Source: an optimization exercise on an open RTL-to-GDS flow (aim: small area). Production flows keep margins and buffers that such runs may drop. Only simulation tests tie the RTL to the original design; equivalence was not proved. No activity file was given, so power comes from the tool's default toggle rates.

Setup of exp/umber:
==> flow/design.v (excerpt) <==
module main(
    input wire clk,
    input wire rst_n,
    output wire scl,
    input  wire sda_i,
    output wire sda_o,
    output wire sda_oe,
    output wire lcd_rs,
    output wire lcd_rw,
    output wire lcd_en,
    output wire [7:0] lcd_data
);
export LEC_CHECK = 0
export ABC_AREA = 1
export CAP_MARGIN = 20
export CORE_MARGIN = 2
export CORE_UTILIZATION = 70
export PLACE_DENSITY = 0.85
export SLEW_MARGIN = 20
create_clock -name core_clock -period 50.0 [get_ports {clk}]
standard.sh (not shown) runs the stock make flow with config.mk's settings and CLKGATE_MAP_FILE= SYNTH_SCRIPT=/design/flow/synth_recipe.tcl, a recipe that flattens the netlist after the stock synthesis.
==> flow/flow/run.sh <==
#!/bin/bash
# Own layout flow: the standard synthesis, then its combinational logic
# re-mapped for area by ABC (registers untouched; several random seeds of
# ABC's &deepsyn, keeping the smallest netlist), then the standard layout
# with small port buffers and a clock tree without dummy loads.
set -euo pipefail
W=$PWD
R=$W/orfs/results/${FLOW_PLATFORM}/main/base
LIB=$FLOW_HOME/platforms/${FLOW_PLATFORM}/lib/sky130_fd_sc_hd__tt_025C_1v80.lib
YOSYS=yosys
if [[ -x $FLOW_HOME/../tools/install/yosys/bin/yosys ]]; then YOSYS=$FLOW_HOME/../tools/install/yosys/bin/yosys; fi

bash standard.sh synth > $W/standard_synth.log 2>&1
cp $R/1_2_yosys.v $W/std_1_2_yosys.v

resyn() {
  local s=$1
  printf 'strash\n&get -n\n&deepsyn -T 10 -S %d\n&put\nstrash\ndch\namap\n' $s > $W/deep_$s.script
  IN=$W/std_1_2_yosys.v OUT=$W/resyn_$s.v LIB=$LIB SCRIPT=$W/deep_$s.script \
    $YOSYS -c $W/flow/resyn.tcl > $W/resyn_yosys_$s.log 2>&1 || true
}
for batch in "0 1 2 3" "4 5 6 7" "8 9 10 11" "12 13 14 15" "16 17 18 19" "20 21 22 23"; do
  for s in $batch; do resyn $s & done
  wait
done

best=""; best_area=""
for s in $(seq 0 23); do
  if [[ -s $W/resyn_$s.v && -s $W/resyn_$s.v.stat ]]; then
    a=$(awk '/Chip area for module/{print $NF}' $W/resyn_$s.v.stat)
    echo "seed $s area $a" >> $W/resyn_choice.log
    if [[ -z "$best" ]] || awk "BEGIN{exit !($a < $best_area)}"; then best=$s; best_area=$a; fi
  fi
done
echo "chosen seed ${best:-none} area ${best_area:-none}" >> $W/resyn_choice.log
if [[ -n "$best" ]]; then
  cp $W/resyn_$best.v $R/1_2_yosys.v
fi
rm -f $R/1_synth.odb $R/1_synth.sdc

# port buffers: the smallest buffer; clock tree: no dummy loads
bash standard.sh "BUFFER_PORTS_ARGS=-buffer_cell sky130_fd_sc_hd__buf_1" \
  "CTS_ARGS=-sink_clustering_enable -repair_clock_nets -dont_use_dummy_load -buf_list sky130_fd_sc_hd__clkbuf_16 -sink_clustering_levels 1 -sink_clustering_size 40 -sink_clustering_max_diameter 400" \
  finish > $W/standard_layout.log 2>&1
Other scripts of this flow, unchanged in this note and not shown: flow/flow/resyn.tcl
Edits applied to the flow inputs when going from exp/umber to exp/violet:
-- flow/flow/run.sh --
<<< exp/umber, line 17
  local s=$1
  printf 'strash\n&get -n\n&deepsyn -T 10 -S %d\n&put\nstrash\ndch\namap\n' $s > $W/deep_$s.script
  IN=$W/std_1_2_yosys.v OUT=$W/resyn_$s.v LIB=$LIB SCRIPT=$W/deep_$s.script \
>>> exp/violet, line 17
  local s=$1
  printf 'strash\n&get -n\n&deepsyn -T 6 -S %d\n&put\nstrash\ndch\namap\n' $s > $W/deep_$s.script
  IN=$W/std_1_2_yosys.v OUT=$W/resyn_$s.v LIB=$LIB SCRIPT=$W/deep_$s.script \
<<< exp/umber, line 21
}
for batch in "0 1 2 3" "4 5 6 7" "8 9 10 11" "12 13 14 15" "16 17 18 19" "20 21 22 23"; do
  for s in $batch; do resyn $s & done
  wait
>>> exp/violet, line 21
}
for b in $(seq 0 9); do
  for s in $(seq $((b*4)) $((b*4+3))); do resyn $s & done
  wait
<<< exp/umber, line 27
best=""; best_area=""
for s in $(seq 0 23); do
  if [[ -s $W/resyn_$s.v && -s $W/resyn_$s.v.stat ]]; then
>>> exp/violet, line 27
best=""; best_area=""
for s in $(seq 0 39); do
  if [[ -s $W/resyn_$s.v && -s $W/resyn_$s.v.stat ]]; then
<<< exp/umber, line 42
bash standard.sh "BUFFER_PORTS_ARGS=-buffer_cell sky130_fd_sc_hd__buf_1" \
  "CTS_ARGS=-sink_clustering_enable -repair_clock_nets -dont_use_dummy_load -buf_list sky130_fd_sc_hd__clkbuf_16 -sink_clustering_levels 1 -sink_clustering_size 40 -sink_clustering_max_diameter 400" \
  finish > $W/standard_layout.log 2>&1
>>> exp/violet, line 42
bash standard.sh "BUFFER_PORTS_ARGS=-buffer_cell sky130_fd_sc_hd__buf_1" \
  "CTS_ARGS=-sink_clustering_enable -repair_clock_nets -dont_use_dummy_load -buf_list sky130_fd_sc_hd__clkbuf_8" \
  finish > $W/standard_layout.log 2>&1
--- outcome ---
Against exp/umber as the reference, exp/violet delivers a lower total routed wirelength. | post-layout worst setup margin | higher: exp/violet |. Diff exp/umber..exp/violet | number of antenna violations at the first check in global routing | unchanged.
For exp/lagoon, these inputs were changed with respect to exp/violet:
-- flow/flow/run.sh --
<<< exp/violet, line 17
  local s=$1
  printf 'strash\n&get -n\n&deepsyn -T 6 -S %d\n&put\nstrash\ndch\namap\n' $s > $W/deep_$s.script
  IN=$W/std_1_2_yosys.v OUT=$W/resyn_$s.v LIB=$LIB SCRIPT=$W/deep_$s.script \
>>> exp/lagoon, line 17
  local s=$1
  printf 'strash\n&get -n\n&deepsyn -T 10 -S %d\n&put\nstrash\ndch\namap\n' $s > $W/deep_$s.script
  IN=$W/std_1_2_yosys.v OUT=$W/resyn_$s.v LIB=$LIB SCRIPT=$W/deep_$s.script \
<<< exp/violet, line 21
}
for b in $(seq 0 9); do
  for s in $(seq $((b*4)) $((b*4+3))); do resyn $s & done
  wait
>>> exp/lagoon, line 21
}
for batch in "0 1 2 3" "4 5 6 7" "8 9 10 11" "12 13 14 15" "16 17 18 19" "20 21 22 23"; do
  for s in $batch; do resyn $s & done
  wait
<<< exp/violet, line 27
best=""; best_area=""
for s in $(seq 0 39); do
  if [[ -s $W/resyn_$s.v && -s $W/resyn_$s.v.stat ]]; then
>>> exp/lagoon, line 27
best=""; best_area=""
for s in $(seq 0 23); do
  if [[ -s $W/resyn_$s.v && -s $W/resyn_$s.v.stat ]]; then
<<< exp/violet, line 42
bash standard.sh "BUFFER_PORTS_ARGS=-buffer_cell sky130_fd_sc_hd__buf_1" \
  "CTS_ARGS=-sink_clustering_enable -repair_clock_nets -dont_use_dummy_load -buf_list sky130_fd_sc_hd__clkbuf_8" \
  finish > $W/standard_layout.log 2>&1
>>> exp/lagoon, line 42
bash standard.sh "BUFFER_PORTS_ARGS=-buffer_cell sky130_fd_sc_hd__buf_1" \
  "CTS_ARGS=-sink_clustering_enable -repair_clock_nets -dont_use_dummy_load -buf_list sky130_fd_sc_hd__clkbuf_8 -sink_buffer_max_cap_derate 1.0" \
  finish > $W/standard_layout.log 2>&1
### Flow results
Looking only at synthesized area, and setting everything else aside, the higher value of exp/violet and exp/lagoon goes to exp/lagoon. Against exp/violet as the reference, exp/lagoon delivers a lower proportion of total power due to net switching. Global-route usage (lower): exp/violet. When exp/lagoon is set beside exp/violet, its final worst-path cycle share turns out to be 0.38 points larger. exp/lagoon vs. exp/violet: non-clock buffer count went up by 1. exp/lagoon and exp/violet ended up with roughly the same clock skew. When exp/lagoon is set beside exp/violet, its sequential share of layout area turns out to be 0.32 points smaller. Cmp exp/violet and exp/lagoon / synthesized cell count / lower: exp/violet.

Another version of the RTL of main (not shown whole).
Size: about 5500 µm² of cells after synthesis.
Design main, start of the top module:
module main(
    input wire clk,
    input wire rst_n,
    output wire scl,
    input  wire sda_i,
    output wire sda_o,
    output wire sda_oe,
    output wire lcd_rs,
    output wire lcd_rw,
    output wire lcd_en,
    output wire [7:0] lcd_data
);
    wire [7:0] adc_data;
    wire       adc_data_valid;
    wire [7:0] vcode;
    ADC_I2C u_adc_i2c(
        .clk_in(clk),
        .rst_n_in(rst_n),
        .scl_out(scl),
        .sda_i(sda_i),
        .sda_o(sda_o),
        .sda_oe(sda_oe),
        .adc_done(adc_data_valid),
        .adc_data(adc_data)
    );
    voltage_convert u_voltage_convert(
        .clk(clk),
        .rst_n(rst_n),
        .adc_data(adc_data),
        .adc_data_valid(adc_data_valid),
        .vcode(vcode)
    );
    lcd_1602 u_lcd1602_display(
        .clk(clk),
        .rst_n(rst_n),
        .vcode(vcode),
        .lcd_rs(lcd_rs),
        .lcd_rw(lcd_rw),
        .lcd_en(lcd_en),
        .lcd_data(lcd_data)
    );
endmodule
Settings: LEC_CHECK=0, ABC_AREA=1, CAP_MARGIN=20, CORE_MARGIN=2, CORE_UTILIZATION=70, PLACE_DENSITY=0.85, SLEW_MARGIN=20; clock period 50.0 ns.
==> flow/flow/run.sh <==
#!/bin/bash
# Own layout flow: the standard synthesis, then its combinational logic
# re-mapped for area by ABC (registers untouched), then the standard layout.
set -euo pipefail
W=$PWD
R=$W/orfs/results/${FLOW_PLATFORM}/main/base
LIB=$FLOW_HOME/platforms/${FLOW_PLATFORM}/lib/sky130_fd_sc_hd__tt_025C_1v80.lib
YOSYS=yosys
if [[ -x $FLOW_HOME/../tools/install/yosys/bin/yosys ]]; then YOSYS=$FLOW_HOME/../tools/install/yosys/bin/yosys; fi

bash standard.sh synth > $W/standard_synth.log 2>&1
cp $R/1_2_yosys.v $W/std_1_2_yosys.v

if IN=$W/std_1_2_yosys.v OUT=$W/resyn.v LIB=$LIB SCRIPT=$W/flow/deep.script \
  $YOSYS -c $W/flow/resyn.tcl > $W/resyn_yosys.log 2>&1 && [[ -s $W/resyn.v ]]; then
  cp $W/resyn.v $R/1_2_yosys.v
fi
rm -f $R/1_synth.odb $R/1_synth.sdc
# port buffers: the smallest buffer; clock tree: small buffers, no dummy loads
bash standard.sh "BUFFER_PORTS_ARGS=-buffer_cell sky130_fd_sc_hd__buf_1" \
  "CTS_ARGS=-sink_clustering_enable -repair_clock_nets -dont_use_dummy_load -buf_list sky130_fd_sc_hd__clkbuf_8" \
  finish > $W/standard_layout.log 2>&1
==> flow/flow/deep.script <==
strash
&get -n
&deepsyn -T 60
&put
strash
dch
amap
==> flow/flow/resyn.tcl <==
# Re-maps the combinational logic of the standard synthesis netlist with a
# stronger ABC script; flip-flops (blackboxed here) keep their cells and names.
# env: IN OUT LIB SCRIPT
yosys -import
set lib $::env(LIB)
read_liberty -ignore_miss_func $lib
foreach m [list sky130_fd_sc_hd__dfrtp_1 sky130_fd_sc_hd__dfrtp_2 sky130_fd_sc_hd__dfrtp_4 sky130_fd_sc_hd__dfstp_1 sky130_fd_sc_hd__dfstp_2 sky130_fd_sc_hd__dfstp_4 sky130_fd_sc_hd__dfxtp_1 sky130_fd_sc_hd__dfxtp_2 sky130_fd_sc_hd__dfxtp_4 sky130_fd_sc_hd__edfxtp_1 sky130_fd_sc_hd__dfrbp_1 sky130_fd_sc_hd__dfrbp_2 sky130_fd_sc_hd__dfsbp_1 sky130_fd_sc_hd__dfsbp_2 sky130_fd_sc_hd__dfxbp_1 sky130_fd_sc_hd__dfxbp_2 sky130_fd_sc_hd__edfxbp_1 sky130_fd_sc_hd__dfbbp_1 sky130_fd_sc_hd__dfbbn_1 sky130_fd_sc_hd__dfbbn_2 sky130_fd_sc_hd__dfrtn_1 sky130_fd_sc_hd__conb_1] {
  blackbox $m
}
read_verilog $::env(IN)
hierarchy -top main
flatten
opt -purge
abc -script $::env(SCRIPT) -liberty $lib -dont_use *lpflow* -dont_use *probe* -dont_use *_fa_* -dont_use *_ha_* -dont_use *_fah_* -dont_use *_bleeder*
opt_clean -purge
hilomap -singleton -hicell sky130_fd_sc_hd__conb_1 HI -locell sky130_fd_sc_hd__conb_1 LO
insbuf -buf sky130_fd_sc_hd__buf_4 A X
opt_clean -purge
tee -o $::env(OUT).stat stat -liberty $lib
write_verilog -noattr -nohex -nodec $::env(OUT)
Change:
--- a/flow/flow/run.sh
+++ b/flow/flow/run.sh
@@ -19,4 +19,4 @@
 # port buffers: the smallest buffer; clock tree: small buffers, no dummy loads
 bash standard.sh "BUFFER_PORTS_ARGS=-buffer_cell sky130_fd_sc_hd__buf_1" \
-  "CTS_ARGS=-sink_clustering_enable -repair_clock_nets -dont_use_dummy_load -buf_list sky130_fd_sc_hd__clkbuf_8" \
+  "CTS_ARGS=-sink_clustering_enable -repair_clock_nets -dont_use_dummy_load -buf_list sky130_fd_sc_hd__clkbuf_8 -sink_clustering_size 50 -sink_clustering_max_diameter 200" \
   finish > $W/standard_layout.log 2>&1
Effect: Register-to-register slack stays flat. First-iteration DRC count does not change. Routed wire length stays the same. Power stays the same.
Change:
==> flow/flow/run.sh (replaced) <==
#!/bin/bash
# Own layout flow: the standard synthesis, then its combinational logic
# re-mapped for area by ABC (registers untouched; several random seeds of
# ABC's &deepsyn, keeping the smallest netlist), then the standard layout
# with small port buffers and a clock tree without dummy loads.
set -euo pipefail
W=$PWD
R=$W/orfs/results/${FLOW_PLATFORM}/main/base
LIB=$FLOW_HOME/platforms/${FLOW_PLATFORM}/lib/sky130_fd_sc_hd__tt_025C_1v80.lib
YOSYS=yosys
if [[ -x $FLOW_HOME/../tools/install/yosys/bin/yosys ]]; then YOSYS=$FLOW_HOME/../tools/install/yosys/bin/yosys; fi

bash standard.sh synth > $W/standard_synth.log 2>&1
cp $R/1_2_yosys.v $W/std_1_2_yosys.v

resyn() {
  local s=$1
  printf 'strash\n&get -n\n&deepsyn -T 10 -S %d\n&put\nstrash\ndch\namap\n' $s > $W/deep_$s.script
  IN=$W/std_1_2_yosys.v OUT=$W/resyn_$s.v LIB=$LIB SCRIPT=$W/deep_$s.script \
    $YOSYS -c $W/flow/resyn.tcl > $W/resyn_yosys_$s.log 2>&1 || true
}
for batch in "0 1 2 3" "4 5 6 7" "8 9 10 11" "12 13 14 15"; do
  for s in $batch; do resyn $s & done
  wait
done

best=""; best_area=""
for s in $(seq 0 15); do
  if [[ -s $W/resyn_$s.v && -s $W/resyn_$s.v.stat ]]; then
    a=$(awk '/Chip area for module/{print $NF}' $W/resyn_$s.v.stat)
    echo "seed $s area $a" >> $W/resyn_choice.log
    if [[ -z "$best" ]] || awk "BEGIN{exit !($a < $best_area)}"; then best=$s; best_area=$a; fi
  fi
done
echo "chosen seed ${best:-none} area ${best_area:-none}" >> $W/resyn_choice.log
if [[ -n "$best" ]]; then
  cp $W/resyn_$best.v $R/1_2_yosys.v
fi
rm -f $R/1_synth.odb $R/1_synth.sdc

# port buffers: the smallest buffer; clock tree: no dummy loads
bash standard.sh "BUFFER_PORTS_ARGS=-buffer_cell sky130_fd_sc_hd__buf_1" \
  "CTS_ARGS=-sink_clustering_enable -repair_clock_nets -dont_use_dummy_load -buf_list sky130_fd_sc_hd__clkbuf_8" \
  finish > $W/standard_layout.log 2>&1
removed: flow/flow/deep.script
Result:
- power goes down by 0.44%
- setup slack improves by 0.82 ns
- clock-buffer cell count stays the same
- wire length goes down by 8.8%
- register-to-register slack degrades by 0.02 ns
- clock power goes down by about 1%
- area after synthesis goes down by 1.8%
- synthesized cell count goes down by 0.72%
- cell count goes down by 0.49%
- global-route usage goes down by 2.3 points
- fmax goes up by 6.2%
Change:
==> flow/flow/run.sh (replaced) <==
#!/bin/bash
# Own layout flow: the standard synthesis, then its combinational logic
# re-mapped for area by ABC (registers untouched), then the standard layout.
set -euo pipefail
W=$PWD
R=$W/orfs/results/${FLOW_PLATFORM}/main/base
LIB=$FLOW_HOME/platforms/${FLOW_PLATFORM}/lib/sky130_fd_sc_hd__tt_025C_1v80.lib
YOSYS=yosys
if [[ -x $FLOW_HOME/../tools/install/yosys/bin/yosys ]]; then YOSYS=$FLOW_HOME/../tools/install/yosys/bin/yosys; fi

bash standard.sh synth > $W/standard_synth.log 2>&1
cp $R/1_2_yosys.v $W/std_1_2_yosys.v

if IN=$W/std_1_2_yosys.v OUT=$W/resyn.v LIB=$LIB SCRIPT=$W/flow/deep.script \
  $YOSYS -c $W/flow/resyn.tcl > $W/resyn_yosys.log 2>&1 && [[ -s $W/resyn.v ]]; then
  cp $W/resyn.v $R/1_2_yosys.v
fi
rm -f $R/1_synth.odb $R/1_synth.sdc
# port buffers: the smallest buffer; clock tree: small buffers, no dummy loads
bash standard.sh "BUFFER_PORTS_ARGS=-buffer_cell sky130_fd_sc_hd__buf_1" \
  "CTS_ARGS=-sink_clustering_enable -repair_clock_nets -dont_use_dummy_load -buf_list sky130_fd_sc_hd__clkbuf_8 -sink_clustering_size 30 -sink_clustering_max_diameter 100" \
  finish > $W/standard_layout.log 2>&1
==> flow/flow/deep.script (new file) <==
strash
&get -n
&deepsyn -T 60
&put
strash
dch
amap
Fmax decreases by a few percent.
Die area grows slightly.
Sequential share of layout area drops by 0.67 points.
Area after synthesis rose slightly.
Routed wire length came out higher by roughly a tenth.
Sequential power stays flat.
Synthesized cell count rose slightly.

-- separate check: timing with driven ports --
In the flow no input, the clock included, has a driving cell. The finished layouts below were timed again as built, in two steps. Step 1 assumes that a clkbuf_16 drives the clock port and a buf_2 every other input. Step 2 moves the port delays by t, midway between the first and last clock arrival at a register: inputs arrive t later, outputs are due t later. That takes back most of the time a late clock gives input paths. Three values: no drivers, after step 1, after step 2; two values: the first two.
| run | t, ns | slack for setup (ns) | worst slew at a driven data input, ns | cell pins on the clock port's net |
|---|---|---|---|---|
| exp/umber | 0.362 | 37.028 / 36.990 / 37.352 | 0.03 | 1 |
| exp/violet | 0.373 | 37.201 / 37.168 / 37.541 | 0.03 | 1 |
| exp/lagoon | 0.369 | 37.009 / 36.978 / 37.347 | 0.03 | 1 |
| the first run of note 2 | 0.390 | 35.906 / 35.874 / 36.264 | 0.03 | 1 |
| the second run of note 2 | 0.390 | 35.906 / 35.874 / 36.264 | 0.03 | 1 |
| the third run of note 2 | 0.393 | 36.728 / 36.696 / 37.090 | 0.03 | 1 |
| the fourth run of note 2 | 0.390 | 35.906 / 35.874 / 36.264 | 0.03 | 1 |
After both steps every run listed still meets setup and hold.
